From an optimization exercise on the open Yosys and OpenROAD flow, aimed at small area; shortcuts taken in it are not production practice. The RTL was checked by simulation tests, not by an equivalence proof against the original design. The flow treats the clock pin as an ideal source. Dropping or thinning the clock tree relies on that and would not hold on a real chip. No activity file was given, so power comes from the tool's default toggle rates.

== old ==
==> flow/design.v <==
`timescale 1ns / 1ps
module pong(btns, auto, background, pclk, rst, hsync, vsync, red, green, blue);
    input wire pclk;
    input wire rst;
    input wire auto, background;
    input wire[3:0] btns;
    output wire hsync, vsync;
    output wire[4:0] red, blue;
    output wire[5:0] green;
    reg [10:0] q;
    reg [2:0]  m;
    reg [9:0]  hcount, vcount;
    reg [8:0]  pad1, pad2;       
    reg [9:0]  ball_x;           
    reg [7:0]  ball_yh;          
    reg        vel_x, vel_y;     
    genvar i;
    wire m0   = ~|m;
    wire qz   = ~|q;
    wire step = qz & m0;                                            
    wire cnt2 = qz & m[1] & ~m[0];                                  
    wire wrap = q[10] & q[9] & q[6] & q[5] & q[2] & q[1] & m[0];    
    wire [11:0] qc;
    wire [10:0] qn;
    assign qc[0] = m[2];
    generate for (i = 0; i < 11; i = i + 1) begin : g_q
        assign qn[i] = q[i] ^ qc[i];
        assign qc[i+1] = q[i] & qc[i];
    end endgenerate
    always @(posedge pclk) begin
        if (rst | wrap) begin
            q <= 0;
            m <= 0;
        end else begin
            m <= {m[1] & m[0], m[1] ^ m[0], ~m[0] & ~m[2]};
            q <= qn;
        end
    end
    wire hend = hcount[9] & hcount[8] & (&hcount[4:0]);    
    wire vend = vcount[9] & vcount[3];                     
    wire [10:0] hc, vc;
    wire [9:0] hn, vn;
    assign hc[0] = m0;
    assign vc[0] = m0 & hend;
    generate for (i = 0; i < 10; i = i + 1) begin : g_hv
        assign hn[i] = hcount[i] ^ hc[i];
        assign hc[i+1] = hcount[i] & hc[i];
        assign vn[i] = vcount[i] ^ vc[i];
        assign vc[i+1] = vcount[i] & vc[i];
    end endgenerate
    always @(posedge pclk) begin
        if (rst | (m0 & hend))
            hcount <= 0;
        else
            hcount <= hn;
        if (rst | (m0 & hend & vend))
            vcount <= 0;
        else
            vcount <= vn;
    end
    wire zone1 = ~vel_x & ~ball_x[9] & ~ball_x[8] & ~ball_x[7] & ~ball_x[6] &
                 ~ball_x[3] & ~ball_x[2] & ~ball_x[1] & ball_x[0];        
    wire zone2 = vel_x & ball_x[9] & ball_x[6] & (&ball_x[3:0]);          
    wire zone  = zone1 | zone2;
    wire [8:0] pg = vel_x ? pad2 : pad1;
    wire [7:0] e;
    wire [8:0] eb;
    assign eb[0] = 1'b0;
    generate for (i = 0; i < 8; i = i + 1) begin : g_e
        assign e[i] = ball_yh[i] ^ pg[i+1] ^ eb[i];
        assign eb[i+1] = (~ball_yh[i] & pg[i+1]) | (~(ball_yh[i] ^ pg[i+1]) & eb[i]);
    end endgenerate
    wire hit = ((&e[7:4]) & (|e[3:1])) |                                
               (~|e[7:4] & (~(&e[3:0]) | pg[0]));                       
    wire restore = zone & ~hit & cnt2;
    wire wall = (~vel_y & ~|ball_yh) | (vel_y & (&ball_yh[7:5]) & (&ball_yh[3:1]));
    wire init = rst | restore;
    wire p1_top = pad1[8] & pad1[7] & pad1[6] & pad1[0];                
    wire p1_bot = ~pad1[8] & ~pad1[7] & ~pad1[6] & ~pad1[5] & ~pad1[0];  
    wire p2_top = pad2[8] & pad2[7] & pad2[6] & (pad2[1] | pad2[0]);    
    wire p2_bot = ~pad2[8] & ~pad2[7] & ~pad2[6] & ~pad2[5] & ~pad2[0];  
    wire p1_up = btns[0] & ~p1_top;
    wire p1_dn = btns[1] & ~p1_bot;
    wire p2_up = btns[2] & ~p2_top;
    wire p2_dn = btns[3] & ~p2_bot;
    wire [9:0] p1t, p2t;
    wire [8:0] p1n, p2n;
    assign p1t[0] = step & (p1_up | p1_dn);
    assign p2t[0] = step & (p2_up | p2_dn);
    generate for (i = 0; i < 9; i = i + 1) begin : g_p
        assign p1n[i] = pad1[i] ^ p1t[i];
        assign p1t[i+1] = p1t[i] & ~(pad1[i] ^ p1_up);
        assign p2n[i] = pad2[i] ^ p2t[i];
        assign p2t[i+1] = p2t[i] & ~(pad2[i] ^ p2_up);
    end endgenerate
    wire [10:0] bxt;
    wire [9:0] bxn;
    assign bxt[0] = step;
    generate for (i = 0; i < 10; i = i + 1) begin : g_bx
        assign bxn[i] = ball_x[i] ^ bxt[i];
        assign bxt[i+1] = bxt[i] & ~(ball_x[i] ^ vel_x);
    end endgenerate
    wire [8:0] byt;
    wire [7:0] byn;
    assign byt[0] = step;
    generate for (i = 0; i < 8; i = i + 1) begin : g_by
        assign byn[i] = ball_yh[i] ^ byt[i];
        assign byt[i+1] = byt[i] & ~(ball_yh[i] ^ vel_y);
    end endgenerate
    wire y_lo = ~|ball_yh[7:4];                          
    wire y_hi = (&ball_yh[7:5]) & (|ball_yh[4:1]);       
    wire [7:0] p2_auto = y_lo ? 8'd16 : y_hi ? 8'd225 : ball_yh;
    always @(posedge pclk) begin
        if (init) begin
            pad1    <= 9'd230;
            pad2    <= 9'd230;
            ball_x  <= 10'd316;
            ball_yh <= 8'd105;
            vel_x   <= 1'b0;
            vel_y   <= 1'b1;
        end else begin
            if (zone & hit) vel_x <= ~vel_x;
            if (wall) vel_y <= ~vel_y;
            pad1    <= p1n;
            pad2    <= (step & auto) ? {p2_auto, 1'b0} : p2n;
            ball_x  <= bxn;
            ball_yh <= byn;
        end
    end
    assign hsync = hcount[9] | hcount[8] | hcount[7] | (hcount[6] & hcount[5]);    
    assign vsync = |vcount[9:1];                                                      
    wire v_in = (|vcount[9:5] | (&vcount[4:0])) & ~(&vcount[8:0]) & ~vcount[9];     
    wire h_in = (hcount >= 10'd144) && (hcount < 10'd784);
    wire vis  = v_in & h_in;
    wire pcol = ((hcount >= 10'd185) && (hcount <= 10'd193)) || ((hcount >= 10'd735) && (hcount <= 10'd743));
    wire [8:0] pd = hcount[9] ? pad2 : pad1;
    wire [9:0] d, pdx;
    wire [10:0] db;
    assign pdx = {1'b0, pd};
    assign db[0] = 1'b0;
    generate for (i = 0; i < 10; i = i + 1) begin : g_d
        assign d[i] = vcount[i] ^ pdx[i] ^ db[i];
        assign db[i+1] = (~vcount[i] & pdx[i]) | (~(vcount[i] ^ pdx[i]) & db[i]);
    end endgenerate
    wire pad = pcol & ~|d[9:6] & (|d[5:1]) & ~(&d[5:2] & (d[1] | d[0]));
    wire [9:0] f;
    wire [10:0] fb;
    assign fb[0] = 1'b0;
    generate for (i = 0; i < 10; i = i + 1) begin : g_f
        assign f[i] = hcount[i] ^ ball_x[i] ^ fb[i];
        assign fb[i+1] = (~hcount[i] & ball_x[i]) | (~(hcount[i] ^ ball_x[i]) & fb[i]);
    end endgenerate
    wire bxon = (f[9:3] == 7'b0010010) & (|f[2:0]) & ~(f[2] & f[1]);
    wire [8:0] g, yx;
    wire [9:0] gb;
    assign yx = {1'b0, ball_yh};
    assign gb[0] = 1'b0;
    generate for (i = 0; i < 9; i = i + 1) begin : g_g
        assign g[i] = vcount[i+1] ^ yx[i] ^ gb[i];
        assign gb[i+1] = (~vcount[i+1] & yx[i]) | (~(vcount[i+1] ^ yx[i]) & gb[i]);
    end endgenerate
    wire byon = (g[8:2] == 7'b0000100) & (~g[1] | (~g[0] & ~vcount[0]));
    wire ball = bxon & byon;
    assign red   = {5{pad}};
    assign green = {6{vis & ball & ~pad}};
    assign blue  = {5{vis & ~ball & ~pad}};
endmodule
==> flow/config.mk <==
export PLATFORM = sky130hd
export DESIGN_NAME = pong
export DESIGN_NICKNAME = pong
export VERILOG_FILES = /design/flow/design.v
export SDC_FILE = /design/flow/constraint.sdc
export NUM_CORES = 4
export LEC_CHECK = 0
export CAP_MARGIN = 20
export CORE_MARGIN = 2
export CORE_UTILIZATION = 40
export SLEW_MARGIN = 20
==> flow/constraint.sdc <==
create_clock -name core_clock -period 12.0 [get_ports {pclk}]
set_input_delay 2.4000 -clock core_clock [delete_from_list [all_inputs] [get_ports {pclk}]]
set_output_delay 2.4000 -clock core_clock [all_outputs]
set_load 0.01 [all_outputs]
standard.sh (not shown) runs the stock make flow with config.mk's settings and CLKGATE_MAP_FILE= SYNTH_SCRIPT=/design/flow/synth_recipe.tcl, a recipe that flattens the netlist after the stock synthesis.
==> flow/flow/run.sh <==
#!/bin/bash
# Own layout flow: ORFS with an area-oriented synthesis (see synth.tcl), small
# port buffers, no timing-driven buffering in placement, and a small
# hand-built two-level clock tree (cts_hook.tcl) in place of TritonCTS.
set -euo pipefail
cd "$(dirname "$0")/.."
W=$(pwd)
export MY_ABC_SCRIPT=$W/flow/abc.scr
make -C "$FLOW_HOME" DESIGN_CONFIG=$W/config.mk WORK_HOME=$W/orfs CLKGATE_MAP_FILE= \
  SYNTH_SCRIPT=$W/flow/synth.tcl ADDER_MAP_FILE= \
  REMOVE_ABC_BUFFERS=1 GPL_TIMING_DRIVEN=0 \
  PRE_CTS_TCL=$W/flow/cts_hook.tcl \
  "BUFFER_PORTS_ARGS=-buffer_cell sky130_fd_sc_hd__buf_1" \
  finish > $W/make.log 2>&1
R=$W/orfs/results/sky130hd/pong/base
: # left out here: write the final layout as DEF
==> flow/flow/cts_eval.tcl <==
# Run by cts_hook.tcl in a separate OpenROAD: builds one candidate clock tree
# on the placed design and prints the worst flip-flop clock-pin slew.
read_lef $::env(TECH_LEF)
read_lef $::env(SC_LEF)
foreach lib $::env(LIB_FILES) { read_liberty $lib }
read_db $::env(RESULTS_DIR)/3_place.odb
read_sdc $::env(RESULTS_DIR)/3_place.sdc
source $::env(PLATFORM_DIR)/setRC.tcl
source $::env(CLK_TREE_TCL)
build_clock_tree $::env(CLK_K) $::env(CLK_LEAF) $::env(CLK_ROOT)
detailed_placement
estimate_parasitics -placement
set worst 0
foreach p [get_pins -of_objects [get_cells -filter "is_sequential"] -filter "name == CLK"] {
  set s [get_property $p slew_max]
  if {$s > $worst} { set worst $s }
}
puts "CTS_EVAL_SLEW $worst"
==> flow/flow/cts_hook.tcl <==
# PRE_CTS_TCL hook: replaces TritonCTS with a small two-level clock tree
# (clock_tree.tcl). Candidates are tried in order of buffer area, each in a
# separate OpenROAD on the placed design; the first whose worst estimated
# flip-flop clock-pin slew is at most 105 ps is built here.
set dir [file dirname [info script]]
source $dir/clock_tree.tcl
set ::env(CLK_TREE_TCL) $dir/clock_tree.tcl
set cands {
  {4 sky130_fd_sc_hd__clkbuf_8 sky130_fd_sc_hd__clkbuf_8}
  {8 sky130_fd_sc_hd__clkbuf_4 sky130_fd_sc_hd__clkbuf_8}
  {9 sky130_fd_sc_hd__clkbuf_4 sky130_fd_sc_hd__clkbuf_8}
  {5 sky130_fd_sc_hd__clkbuf_8 sky130_fd_sc_hd__clkbuf_8}
  {10 sky130_fd_sc_hd__clkbuf_4 sky130_fd_sc_hd__clkbuf_8}
  {6 sky130_fd_sc_hd__clkbuf_8 sky130_fd_sc_hd__clkbuf_8}
  {12 sky130_fd_sc_hd__clkbuf_4 sky130_fd_sc_hd__clkbuf_8}
  {8 sky130_fd_sc_hd__clkbuf_8 sky130_fd_sc_hd__clkbuf_8}
}
set chosen [lindex $cands end]
foreach c $cands {
  set ::env(CLK_K) [lindex $c 0]
  set ::env(CLK_LEAF) [lindex $c 1]
  set ::env(CLK_ROOT) [lindex $c 2]
  set out [exec openroad -no_init -exit $dir/cts_eval.tcl 2>@1]
  set slew 1
  regexp {CTS_EVAL_SLEW ([0-9.eE+-]+)} $out -> slew
  puts "clock tree candidate $c: worst slew $slew"
  if {$slew <= 0.105e-9 || ($slew < 1e-3 && $slew <= 0.105)} { set chosen $c; break }
}
puts "clock tree chosen: $chosen"
build_clock_tree {*}$chosen
proc clock_tree_synthesis {args} { puts "clock_tree_synthesis skipped: clock tree built by cts_hook.tcl" }
Other scripts of this flow, unchanged in this note and not shown: flow/flow/abc.scr, flow/flow/clock_tree.tcl, flow/flow/synth.tcl
Stage in which a tool error killed old: clock tree synthesis (4_1_cts).
[inputs] new vs old
--- a/flow/flow/cts_eval.tcl
+++ b/flow/flow/cts_eval.tcl
@@ -14 +14 @@
-foreach p [get_pins -of_objects [get_cells -filter "is_sequential"] -filter "name == CLK"] {
+foreach p [get_pins -of_objects [get_cells -filter "ref_name =~ sky130_fd_sc_hd__df*"] -filter "name == CLK"] {
--- a/flow/flow/cts_hook.tcl
+++ b/flow/flow/cts_hook.tcl
@@ -23 +23 @@
-  set out [exec openroad -no_init -exit $dir/cts_eval.tcl 2>@1]
+  if {[catch {exec openroad -no_init -exit $dir/cts_eval.tcl 2>@1} out]} { puts "clock tree candidate $c failed: $out" }
Findings:
- Looking at old and new, the synthesized cell count is a wash.
- new: all stages complete, timing, DRC and antenna checks passed
- As far as count of buffers inserted at the top-level ports goes, old and new are indistinguishable; the numbers are identical.
- Instance count after placement with tap cells included: old vs new identical
The clock cells of new come from the design's own scripts or RTL, not from TritonCTS.

* * *

Setup of oak:
// pong: RTL as listed in full above, without the edits since
Settings: LEC_CHECK=0, CAP_MARGIN=20, CORE_MARGIN=2, CORE_UTILIZATION=40, SLEW_MARGIN=20; clock period 12.0 ns.
==> flow/flow/run.sh <==
#!/bin/bash
# Own layout flow: ORFS with an area-oriented synthesis (see synth.tcl), small
# port buffers and a clock tree of small buffers without dummy loads.
set -euo pipefail
cd "$(dirname "$0")/.."
W=$(pwd)
export MY_ABC_SCRIPT=$W/flow/abc.scr
make -C "$FLOW_HOME" DESIGN_CONFIG=$W/config.mk WORK_HOME=$W/orfs CLKGATE_MAP_FILE= \
  SYNTH_SCRIPT=$W/flow/synth.tcl ADDER_MAP_FILE= \
  "CTS_ARGS=-sink_clustering_enable -repair_clock_nets -dont_use_dummy_load -sink_clustering_size 30 -sink_clustering_max_diameter 200 -buf_list {sky130_fd_sc_hd__clkbuf_4} -root_buf sky130_fd_sc_hd__clkbuf_4" \
  "BUFFER_PORTS_ARGS=-buffer_cell sky130_fd_sc_hd__buf_1" \
  finish > $W/make.log 2>&1
R=$W/orfs/results/sky130hd/pong/base
: # left out here: write the final layout as DEF
==> flow/flow/abc.scr <==
strash
&get -n
&deepsyn -T 30
&put
dch -f
amap
==> flow/flow/synth.tcl <==
# The standard flow's synthesis (synth_recipe.tcl) with two changes: no full/half-adder
# extraction (ADDER_MAP_FILE is cleared by run.sh) and an area-oriented ABC
# script in place of ORFS's. Registers are untouched by both.
proc synth {args} { yosys synth -nofsm -noshare {*}$args }
proc abc {args} {
  set i [lsearch -exact $args "-script"]
  if {$i >= 0 && [info exists ::env(MY_ABC_SCRIPT)]} { lset args [expr {$i+1}] $::env(MY_ABC_SCRIPT) }
  yosys abc {*}$args
}
source $::env(SCRIPTS_DIR)/synth.tcl
# left out here: clear keep_hierarchy, flatten, clean up, hide names made inside functions, write 1_2_yosys.v
[inputs] pine vs oak
- PLACE_DENSITY now 0.8, previously not set
- CORE_UTILIZATION now 65, was 40
diff --git a/flow/flow/run.sh b/flow/flow/run.sh
--- a/flow/flow/run.sh
+++ b/flow/flow/run.sh
@@ -10 +10 @@
-  "CTS_ARGS=-sink_clustering_enable -repair_clock_nets -dont_use_dummy_load -sink_clustering_size 30 -sink_clustering_max_diameter 200 -buf_list {sky130_fd_sc_hd__clkbuf_4} -root_buf sky130_fd_sc_hd__clkbuf_4" \
+  "CTS_ARGS=-sink_clustering_enable -repair_clock_nets -dont_use_dummy_load -buf_list {sky130_fd_sc_hd__clkbuf_2} -root_buf sky130_fd_sc_hd__clkbuf_8" \
Comparing pine and oak, core region area is lower on pine.
Per the comparison of pine with oak, proportion of final cell area spent on non-clock buffers flat; combinational power flat; power up 7.1%.
Delta (pine minus oak): fraction of area in registers rose 0.15 points, relative slew slack rose 0.19 points.

* * *

// pong: RTL as listed in full above, without the edits since
Settings: LEC_CHECK=0, CAP_MARGIN=20, CORE_MARGIN=2, CORE_UTILIZATION=40, SLEW_MARGIN=20; clock period 12.0 ns.
==> flow/flow/run.sh <==
#!/bin/bash
# Own layout flow: ORFS with an area-oriented synthesis (see synth.tcl), small
# port buffers and a clock tree of small buffers without dummy loads.
set -euo pipefail
cd "$(dirname "$0")/.."
W=$(pwd)
export MY_ABC_SCRIPT=$W/flow/abc.scr
make -C "$FLOW_HOME" DESIGN_CONFIG=$W/config.mk WORK_HOME=$W/orfs CLKGATE_MAP_FILE= \
  SYNTH_SCRIPT=$W/flow/synth.tcl ADDER_MAP_FILE= \
  "CTS_ARGS=-sink_clustering_enable -repair_clock_nets -dont_use_dummy_load -buf_list {sky130_fd_sc_hd__clkbuf_4 sky130_fd_sc_hd__clkbuf_8} -root_buf sky130_fd_sc_hd__clkbuf_8" \
  "BUFFER_PORTS_ARGS=-buffer_cell sky130_fd_sc_hd__buf_1" \
  finish > $W/make.log 2>&1
R=$W/orfs/results/sky130hd/pong/base
: # left out here: write the final layout as DEF
Scripts as last shown in full above: flow/flow/abc.scr, flow/flow/synth.tcl
The starting point went through all stages and came out clean.
==> next run, changes <==
--- a/flow/flow/run.sh
+++ b/flow/flow/run.sh
@@ -8,5 +8,5 @@
 make -C "$FLOW_HOME" DESIGN_CONFIG=$W/config.mk WORK_HOME=$W/orfs CLKGATE_MAP_FILE= \
   SYNTH_SCRIPT=$W/flow/synth.tcl ADDER_MAP_FILE= \
-  "CTS_ARGS=-sink_clustering_enable -repair_clock_nets -dont_use_dummy_load -buf_list {sky130_fd_sc_hd__clkbuf_4 sky130_fd_sc_hd__clkbuf_8} -root_buf sky130_fd_sc_hd__clkbuf_8" \
+  "CTS_ARGS=-sink_clustering_enable -repair_clock_nets -dont_use_dummy_load -sink_clustering_size 80 -sink_clustering_max_diameter 500 -buf_list {sky130_fd_sc_hd__clkbuf_16} -root_buf sky130_fd_sc_hd__clkbuf_16" \
   "BUFFER_PORTS_ARGS=-buffer_cell sky130_fd_sc_hd__buf_1" \
   finish > $W/make.log 2>&1
The new run finished with timing, DRC and antenna clean.
Area after synthesis stays the same.
Sequential power is about the same.
Power grows by roughly a tenth.
Setup slack gains 0.025 ns.
Register-to-register slack loses 0.02 ns.
Final area grows by a few percent.
Clock-buffer cell count stays the same.

## afterwards: timing with drivers on the ports
Ports are ideal in the flow. The routed layouts listed here were re-timed in OpenROAD. Step 1 assumes that a clkbuf_16 drives the clock port and a buf_2 every other input. Step 2 also shifts input and output timing later by t, the mid clock arrival at the registers, as if the neighbouring blocks saw the same clock. Slacks: ideal ports / drivers / drivers and shift; pairs: ideal ports / drivers.
run	t (ns)	slack for setup (ns)	worst setup path after step 2	cell pins on the clock port's net
new	0.395	5.270 / 5.240 / 5.501	register to register	1
oak	0.451	5.158 / 5.128 / 5.578	register to output	1
pine	0.367	5.174 / 5.145 / 5.512	register to output	1
the first run of note 3	0.389	5.245 / 5.212 / 5.601	register to output	1
the second run of note 3	0.368	5.270 / 5.233 / 5.601	register to output	1
After both steps setup and hold are still met in every run listed.
